From an optimization exercise on the open Yosys and OpenROAD flow, aimed at small area, a short achievable clock period and few clock cycles per item; shortcuts taken in it are not production practice. Only simulation tests tie the RTL to the original design; equivalence was not proved. Power is estimated from default activity; no workload was simulated.

==> flow/design.v, too long to show whole: its modules and the start of the top module <==
// module matvecmult: 2298 lines
module matvecmult(
    CLK,
    RST,
    vector_x,
    vector_b,
    vector_y,
    Q,
    A,
    finish
);
  // ...
==> flow/run.sh <==
#!/bin/bash
# synth_recipe.tcl (not shown) runs the flow's synth.tcl, then flattens the netlist and writes it again
# the make line also repeats each setting of config.mk as NAME=value (left out here)
make -C /OpenROAD-flow-scripts/flow DESIGN_CONFIG=/design/flow/config.mk WORK_HOME=/design/flow/orfs CLKGATE_MAP_FILE= SYNTH_SCRIPT=/design/flow/synth_recipe.tcl finish
==> flow/config.mk <==
export PLATFORM = sky130hd
export DESIGN_NAME = matvecmult
export DESIGN_NICKNAME = matvecmult
export VERILOG_FILES = /design/flow/design.v
export SDC_FILE = /design/flow/constraint.sdc
export NUM_CORES = 4
export LEC_CHECK = 0
export ABC_CLOCK_PERIOD_IN_PS = 3000
export CAP_MARGIN = 20
export CORE_MARGIN = 2
export CORE_UTILIZATION = 40
export SLEW_MARGIN = 20
==> flow/constraint.sdc <==
create_clock -name core_clock -period 10.0 [get_ports {CLK}]
set_input_delay 2.0000 -clock core_clock [delete_from_list [all_inputs] [get_ports {CLK}]]
set_output_delay 2.0000 -clock core_clock [all_outputs]
set_load 0.01 [all_outputs]
==> impl_metrics.py, run 1 <==
metrics = {
    "run_status": {
        "run_status": "finished clean",
    },
    "placement": {
        "post_dp_cell_area_sq_um": 23200,
    },
    "yosys": {
        "yosysWarnings": 2,
        "synth-seq-cells": 238,
        "ys_seq_area_share_pct": 34.44,
        "avgSynthCellArea_sq_um": 11.22,
        "synth_compound_area_share_pct": 3.276,
        "syn_inst": 1576,
        "synth_flop_cell": "edfxtp_1",
    },
    "layout": {
        "sh_seq_area_pct": 25.36,
        "final_cell_area_sq_um": 24030,
        "multi_input_area_sq_um": 10740,
        "clock_buffer_count": 33,
        "biggestCellCategory": "multi-input gates",
        "inverters": 193,
        "nets": 2719,
    },
    "sta": {
        "min_period_ns": 4.835,
        "max_freq_mhz": 206.8,
    },
    "floorplan": {
        "rows": 77,
        "taps": 592,
        "core-area_sq_um": 43930,
    },
    "worst_setup_path": {
        "path_depth": 10,
        "timing.rr.start": "cut[32]",
        "cp_max_fo": 7,
        "crit_end": "cut[91]",
        "critPathMaxStageDelay_ns": 0.60,
    },
    "drt": {
        "wire_per_inst_um": 21.66,
        "route.detailed.drc": 0,
        "vias_per_cell": 4.790,
    },
    "pwr": {
        "power.group.top": "combinational cells",
        "p_comb_mw": 6.60,
        "clock_power_mw": 0.907,
        "ir_worst_vdd_v": 0.001364,
    },
    "grt": {
        "use_met1_pct": 33.02,
        "globalRoute.totalOverflow": 0,
        "grt_usage_pct": 25.18,
    },
    "min_path": {
        "min-delay-start": "done1",
    },
    "clock_tree": {
        "cts_tree": "yes",
    },
    "run": {
        "cap_violations": 0,
    },
}
Testbench counts, summed over its fixed seeds: cycles 43,200, items 2,400.
==> run 2, diff against run 1 <==
--- a/flow/config.mk
+++ b/flow/config.mk
@@ -5,7 +5,6 @@
 export SDC_FILE = /design/flow/constraint.sdc
 export NUM_CORES = 4
 export LEC_CHECK = 0
-export ABC_CLOCK_PERIOD_IN_PS = 3000
 export CAP_MARGIN = 20
 export CORE_MARGIN = 2
 export CORE_UTILIZATION = 40
==> run 2 against run 1 <==
  * Still clean
  * Critical path depth unchanged
  * First-iteration DRC count unchanged
  * Final cell count unchanged
  * Register-to-register slack about the same
  * Largest power group unchanged
==> impl_metrics.py, run 2 <==
metrics = {
    "run_status": {
        "run_status": "finished clean",
    },
    "layout": {
        "drive_above_1_share_pct": 2.871,
        "biggestRegsByFlops": "y_r (128), cut (92), cnt (5)",
        "final_cell_area_sq_um": 24030,
        "regMostFlops": "y_r",
        "ff_latch_area_sq_um": 6093,
        "synthToLayoutAreaGrowth_pct": 35.89,
        "finalNonFillerCells": 2687,
        "nets": 2719,
        "layout_common_cells": "clkdlybuf4s50_1 (486), and2_1 (284), fa_1 (256), inv_1 (191), nand2_1 (182)",
        "multi_input_area_sq_um": 10740,
        "largest_register_ffs": 128,
        "fillers": 3932,
        "fin_util_pct": 54.70,
        "final_common_cell": "clkdlybuf4s50_1",
    },
    "worst_setup_path": {
        "critPathLaunchType": "input port",
        "crit_chain": "clkdlybuf4s50_1 -> and2_1 -> fa_1 -> fa_1 -> fa_1 -> xor2_1 -> xnor2_1 -> xnor2_1 -> xnor2_1 -> xnor2_1",
        "critPathMaxStageDelay_ns": 0.60,
        "path_class": "in2reg",
        "crit_arrival_ns": 5.27,
        "cp-end-kind": "register",
        "required_ns": 10.43,
        "cp_common_cell": "xnor2_1",
        "cp_max_fo": 7,
        "cp_slowest_cell": "clkdlybuf4s50_1",
    },
    "yosys": {
        "syn_area_sq_um": 17680,
        "synth_flop_cell": "edfxtp_1",
        "synth-seq-cells": 238,
        "ys_seq_area_share_pct": 34.44,
        "avgSynthCellArea_sq_um": 11.22,
        "synth_edf_count": 129,
        "synthesis.nets": 2223,
        "synthTopCellsByCount": "and2_1 (284), fa_1 (256), inv_1 (191), nand2_1 (182), xnor2_1 (155)",
        "yosysMostFrequentCell": "and2_1",
        "yosysWarnings": 2,
        "synth_top_area_cell": "fa_1",
        "ys_top_cells_by_area": "fa_1 (29%), edfxtp_1 (22%), dfxtp_1 (12%), and2_1 (10%), xnor2_1 (7.7%)",
        "yosysUniqueCellTypes": 55,
        "syn_inst": 1576,
        "yosys.area.top_type_share_pct": 28.98,
        "async_reset_ff_share_pct": 2.941,
    },
    "drt": {
        "drtIter0Drc": 617,
        "wire_per_inst_um": 21.66,
        "final_antenna_net_count": 0,
        "vias": 12871,
        "route.detailed.drc": 0,
        "first_pass_iters": 5,
        "finalWirelength_mm": 58.20,
        "vias_per_cell": 4.790,
    },
    "clock_tree": {
        "cts_root_buf": "clkbuf_16",
        "holdBufCountCts": 0,
        "cts_setup_buffers": 0,
        "clk_pin_slew_ns": 0.07,
        "cts_resized": 0,
        "htreeDepth": 1,
        "clock-sinks": 238,
        "cts_tree": "yes",
        "cts_buffers": 24,
        "cts_max_path_buffers": 3,
        "clk_latency_ns": 0.51,
    },
    "grt": {
        "grt_max_degree": 54,
        "grt_pass1_vias": 13912,
        "globalRoute.totalOverflow": 0,
        "grt_pass1_wl_mm": 86.64,
        "grt_usage_pct": 25.18,
        "antenna_found_initial": 6,
    },
    "placement": {
        "gpl.final_weighted_congestion": 0.8827,
        "dp_hpwl_mm": 49.82,
        "dp_slack_ns": 4.696,
        "post_dp_cell_area_sq_um": 23200,
        "dp.cells": 2638,
        "port_buffers": 486,
    },
    "sta": {
        "setup_viol": 0,
        "max_freq_mhz": 206.8,
        "fin_setup_tns_ns": 0,
        "slew_headroom_pct": 28.66,
        "holdWs_ns": 0.3449,
        "finalHoldViolations": 0,
        "fin_ws_ns": 5.165,
        "fin_skew_ns": 0.009688,
        "slew_violations": 0,
        "worstMarginPinSlew_ns": 1.062,
        "layout_worst_path_cycle_share_pct": 48.35,
        "min_period_ns": 4.835,
        "rsz0062_at_grt": "false",
    },
    "pwr": {
        "pwr-share-seq_pct": 29.6,
        "ir_worst_vdd_v": 0.001364,
        "power.leakage_nw": 9.560,
        "power_density_nw_per_um2": 443.7,
        "clkPwrFrac_pct": 8.5,
        "switching_power_mw": 4.678,
        "power.total_mw": 10.66,
        "comb_power_share_pct": 61.9,
        "p_int_mw": 5.983,
        "switching_share_pct": 43.88,
    },
    "floorplan": {
        "ios": 519,
        "die_h_um": 214.3,
        "fp.dieArea_sq_um": 45910,
        "chipWidth_um": 214.3,
        "rows": 77,
        "start_util_pct": 40.25,
        "core-area_sq_um": 43930,
    },
    "run": {
        "cap_violations": 0,
    },
    "min_path": {
        "min_path_type": "reg2reg",
    },
}
-- run 2: cell counts after synthesis --
Identical to the previous run, type by type.
-- run 2: layout make-up --
class,instances,share of cell area (%)
Antenna cell,5,0.05207
Tap cell,592,3.083
Timing Repair Buffer,493,20.46
Clock buffer,33,2.859
Clock inverter,11,0.4947
Sequential cell,238,25.36
Multi-Input combinational cell,1122,44.68
Inverter,193,3.015
-- run 2: worst max-delay path, delay by kind of cell --
kind          cells  cell delay (ns)
buf+inv           1             0.60
simple gates      1             0.28
xor+xnor          5             0.86
fa+ha+maj         3             1.50
-- run 2: metal layers --
| metal | GRT usage, % | part of all wire [%] |
|---|---|---|
| met1 | 33.02 | 42 |
| met2 | 44.08 | 50 |
| met3 | 3.759 | 5.3 |
| met4 | 5.880 | 2.0 |
| met5 | 0 | 0.021 |
-- run 2: final timing paths --
| kind | startpoint | end | slack (ns) | depth (start not counted) |
|---|---|---|---|---|
| min reg2reg | done1 | fin | 0.34 | 0 |
| min in group asynchronous | RST | cnt[1] | 1.83 | 2 |
| max in group asynchronous | RST | cnt[2] | 7.95 | 2 |
| min | done1 | fin | 0.34 | 0 |
| max reg2reg | cut[32] | y_r[10][7] | 5.29 | 15 |
| max | vector_x[96] | cut[91] | 5.17 | 10 |
-- run 2: power by group through the flow --
stage	combinational [mW]	clock, mW	sequential, mW
6_report	6.60	0.907	3.15
4_1_cts	6.64	0.922	3.06
3_5_place_dp	6.61	0	3.08
3_3_place_gp	6.59	0	3.11
2_1_floorplan	4.00	0	3.56
5_1_grt	7.11	0.962	3.09
-- run 2: kinds of logic (layout without fill, tap and decap cells) --
family          count (synthesis)  count (layout)  synth area share (%)
flops                         238             238                 34.44
mux                            26              26                 2.193
simple gates                  549             549                 16.08
buf+inv                       216             730                 4.960
fa+ha+maj                     261             261                 29.34
other cells                     0               5                     0
xor+xnor                      196             196                 9.708
compound gates                 90              90                 3.276
==> run 3, diff against run 2 <==
==> flow/flow/run.sh (new file) <==
#!/bin/bash
set -euo pipefail
export BUFFER_PORTS_ARGS="-buffer_cell sky130_fd_sc_hd__buf_1"
bash standard.sh > standard_make.log 2>&1
==> flow/standard.sh (new file) <==
#!/bin/bash
# synth_recipe.tcl (not shown) runs the flow's synth.tcl, then flattens the netlist and writes it again
# the make line also repeats each setting of config.mk as NAME=value (left out here)
make -C /OpenROAD-flow-scripts/flow DESIGN_CONFIG=/design/flow/config.mk WORK_HOME=/design/flow/orfs CLKGATE_MAP_FILE= SYNTH_SCRIPT=/design/flow/synth_recipe.tcl "${@:-finish}"
--- a/flow/config.mk
+++ b/flow/config.mk
@@ -5,6 +5,7 @@
 export SDC_FILE = /design/flow/constraint.sdc
 export NUM_CORES = 4
 export LEC_CHECK = 0
+export ABC_CLOCK_PERIOD_IN_PS = 3000
 export CAP_MARGIN = 20
 export CORE_MARGIN = 2
 export CORE_UTILIZATION = 40
removed: flow/run.sh
==> run 3 against run 2 <==
  * Largest cell class unchanged
  * Critical endpoint is now y_r[13][7]
  * Wire length fell by 5.3%
  * Fmax up 4.6%
  * Synthesized cell count unchanged
  * Largest power group unchanged
==> impl_metrics.py, run 3 <==
metrics = {
    "floorplan": {
        "ios": 519,
        "fp.dieArea_sq_um": 45910,
        "die_h_um": 214.3,
        "core-area_sq_um": 43930,
        "rows": 77,
        "start_util_pct": 40.25,
        "chipWidth_um": 214.3,
    },
    "sta": {
        "slew_headroom_pct": 34.23,
        "worstMarginPinSlew_ns": 0.9830,
        "fin_skew_ns": 0.01291,
        "setup_viol": 0,
        "slew_violations": 0,
        "layout_worst_path_cycle_share_pct": 46.21,
        "rsz0062_at_grt": "false",
        "fin_setup_tns_ns": 0,
        "finalHoldViolations": 0,
        "max_freq_mhz": 216.4,
        "min_period_ns": 4.621,
    },
    "placement": {
        "dp_hpwl_mm": 47.65,
        "dp.cells": 2638,
        "gpl.final_weighted_congestion": 0.8927,
        "port_buffers": 486,
    },
    "grt": {
        "antenna_found_initial": 12,
        "grt_usage_pct": 24.24,
        "grt_max_degree": 32,
        "grt_pass1_vias": 13645,
        "globalRoute.totalOverflow": 0,
        "grt_pass1_wl_mm": 83.47,
    },
    "worst_setup_path": {
        "cp_common_cell": "xnor2_1",
        "cp_slowest_cell": "fa_1",
        "critPathLaunchType": "register",
        "cp-end-kind": "register",
        "cp_top_family": "adder cells",
        "path_class": "reg2reg",
        "crit_arrival_ns": 4.97,
        "critPathMaxStageDelay_ns": 0.58,
        "required_ns": 10.35,
        "cp_max_fo": 16,
        "crit_chain": "fa_1 -> inv_1 -> fa_1 -> fa_1 -> fa_1 -> fa_1 -> inv_1 -> ha_1 -> xnor2_1 -> xnor2_1 -> xnor2_1 -> xnor2_1 -> xnor2_1 -> xnor2_1 -> buf_4",
        "cp_num_buf_inv": 3,
    },
    "drt": {
        "wire_per_inst_um": 20.48,
        "vias": 12849,
        "route.detailed.drc": 0,
        "first_pass_iters": 5,
        "drtIter0Drc": 602,
        "vias_per_cell": 4.773,
        "final_antenna_net_count": 0,
        "finalWirelength_mm": 55.13,
    },
    "clock_tree": {
        "clock-sinks": 238,
        "holdBufCountCts": 0,
        "cts_resized": 0,
        "cts_max_path_buffers": 3,
        "cts_root_buf": "clkbuf_16",
        "cts_setup_buffers": 0,
        "htreeDepth": 1,
        "clk_pin_slew_ns": 0.07,
        "cts_tree": "yes",
        "clk_latency_ns": 0.54,
        "cts_buffers": 25,
    },
    "pwr": {
        "switching_power_mw": 4.611,
        "p_int_mw": 5.638,
        "ir_worst_vdd_v": 0.001539,
        "power.leakage_nw": 8.256,
        "pwr-share-seq_pct": 30.1,
        "power_density_nw_per_um2": 486.7,
        "switching_share_pct": 44.99,
        "clkPwrFrac_pct": 9.3,
        "comb_power_share_pct": 60.6,
    },
    "layout": {
        "synthToLayoutAreaGrowth_pct": 19.09,
        "fillers": 4169,
        "biggestRegsByFlops": "y_r (128), cut (92), cnt (5)",
        "finalNonFillerCells": 2692,
        "fin_util_pct": 47.94,
        "largest_register_ffs": 128,
        "multi_input_area_sq_um": 10740,
        "regMostFlops": "y_r",
        "nets": 2720,
        "drive_above_1_share_pct": 3.298,
        "layout_common_cells": "buf_1 (486), and2_1 (284), fa_1 (256), inv_1 (191), nand2_1 (182)",
        "ff_latch_area_sq_um": 6093,
        "final_common_cell": "buf_1",
    },
    "yosys": {
        "yosysWarnings": 2,
        "yosys.area.top_type_share_pct": 28.98,
        "synth-seq-cells": 238,
        "async_reset_ff_share_pct": 2.941,
        "syn_area_sq_um": 17680,
        "synth_top_area_cell": "fa_1",
        "synthTopCellsByCount": "and2_1 (284), fa_1 (256), inv_1 (191), nand2_1 (182), xnor2_1 (155)",
        "syn_inst": 1576,
        "avgSynthCellArea_sq_um": 11.22,
        "ys_top_cells_by_area": "fa_1 (29%), edfxtp_1 (22%), dfxtp_1 (12%), and2_1 (10%), xnor2_1 (7.7%)",
        "synthesis.nets": 2223,
        "yosysUniqueCellTypes": 55,
        "ys_seq_area_share_pct": 34.44,
        "yosysMostFrequentCell": "and2_1",
        "synth_edf_count": 129,
        "synth_flop_cell": "edfxtp_1",
    },
    "run": {
        "cap_violations": 0,
    },
    "run_status": {
        "run_status": "finished clean",
    },
    "min_path": {
        "min_path_type": "reg2reg",
    },
}
run 3: cell counts after synthesis:
No cell type changed its count.
run 3: power by group through the flow:
stage,Clock [mW],Combinational [mW],Sequential (mW)
finish,0.954,6.21,3.09
global route,1.01,6.73,3.04
CTS,0.970,6.27,3.08
detailed placement,0,6.25,3.10
global placement,0,6.18,3.10
floorplan,0,4.00,3.56
run 3: layout make-up:
class / instances / area share (%)
multi-input combinational: 1122 / 51.00
sequential: 238 / 28.93
timing repair buffer: 493 / 8.912
tap: 592 / 3.517
inverter: 193 / 3.440
clock buffer: 25 / 2.971
clock inverter: 21 / 1.129
antenna: 8 / 0.09506
run 3: metrics by stage:
step | hold WS (ns) | power [mW] | worst slack [ns] | area [sq um]
3_5_place_dp | 0.3396 | 9.349 | 5.108 | 20160
3_3_place_gp | 0.3358 | 9.280 | 5.096 | 20150
4_1_cts | 0.3626 | 10.32 | 5.344 | 21020
6_report | 0.3564 | 10.25 | 5.379 | 21060
5_1_grt | 0.3738 | 10.78 | 5.142 | 21040
2_1_floorplan | 0.3290 | 7.566 | 5.466 | 17680
run 3: logic make-up (layout without fill, tap and decap cells):
logic type	count (synthesis)	count (layout)	share of synthesized area, %
simple gates	549	549	16.08
fa+ha+maj	261	261	29.34
flops	238	238	34.44
buf+inv	216	732	4.960
xor+xnor	196	196	9.708
compound gates	90	90	3.276
mux	26	26	2.193
other cells	0	8	0
run 3: worst paths after layout:
| check | start | to | slack, ns | depth (start not counted) |
|---|---|---|---|---|
| worst max register to register | cut[32] | y_r[13][7] | 5.38 | 15 |
| max in group asynchronous | RST | cnt[1] | 8.40 | 2 |
| worst min register to register | done1 | fin | 0.36 | 0 |
| worst min-delay path | done1 | fin | 0.36 | 0 |
| min in group asynchronous | RST | cnt[2] | 1.39 | 2 |
| worst max-delay path | cut[32] | y_r[13][7] | 5.38 | 15 |
run 3: metal layers:
metal / vias up / global-route usage [%] / wire, um / share of wire, %
li1: 5912 / - / - / -
met1: 6338 / 30.89 / 22460 / 41
met2: 498 / 41.24 / 27020 / 49
met3: 93 / 5.007 / 3783 / 6.9
met4: 8 / 8.148 / 1815 / 3.3
met5: - / 0 / 46 / 0.083

-- what the ideal ports hide --
In the flow no input, the clock included, has a driving cell. The finished layouts below were timed again as built, in two steps. Step 1 assumes that a clkbuf_16 drives the clock port and a buf_2 every other input. Step 2 times the ports against the registers' clock, not the clock port: input delays grow and output delays shrink by t, the midpoint of the rising clock arrivals with the driver on. Slacks: no drivers / after step 1 / after step 2; pairs: no drivers / after step 1.
run | t (ns) | setup WS [ns] | worst setup path at the end | slew at the worst register clock pin (ns) | worst data-port slew with drivers (ns)
run 1 | 0.560 | 5.165 / 5.166 / 4.605 | input to register | 0.07 / 0.07 | 0.13
run 2 | 0.560 | 5.165 / 5.166 / 4.605 | input to register | 0.07 / 0.07 | 0.13
run 3 | 0.591 | 5.379 / 5.379 / 5.087 | input to register | 0.07 / 0.07 | 0.12
After both steps every run listed still meets setup and hold.
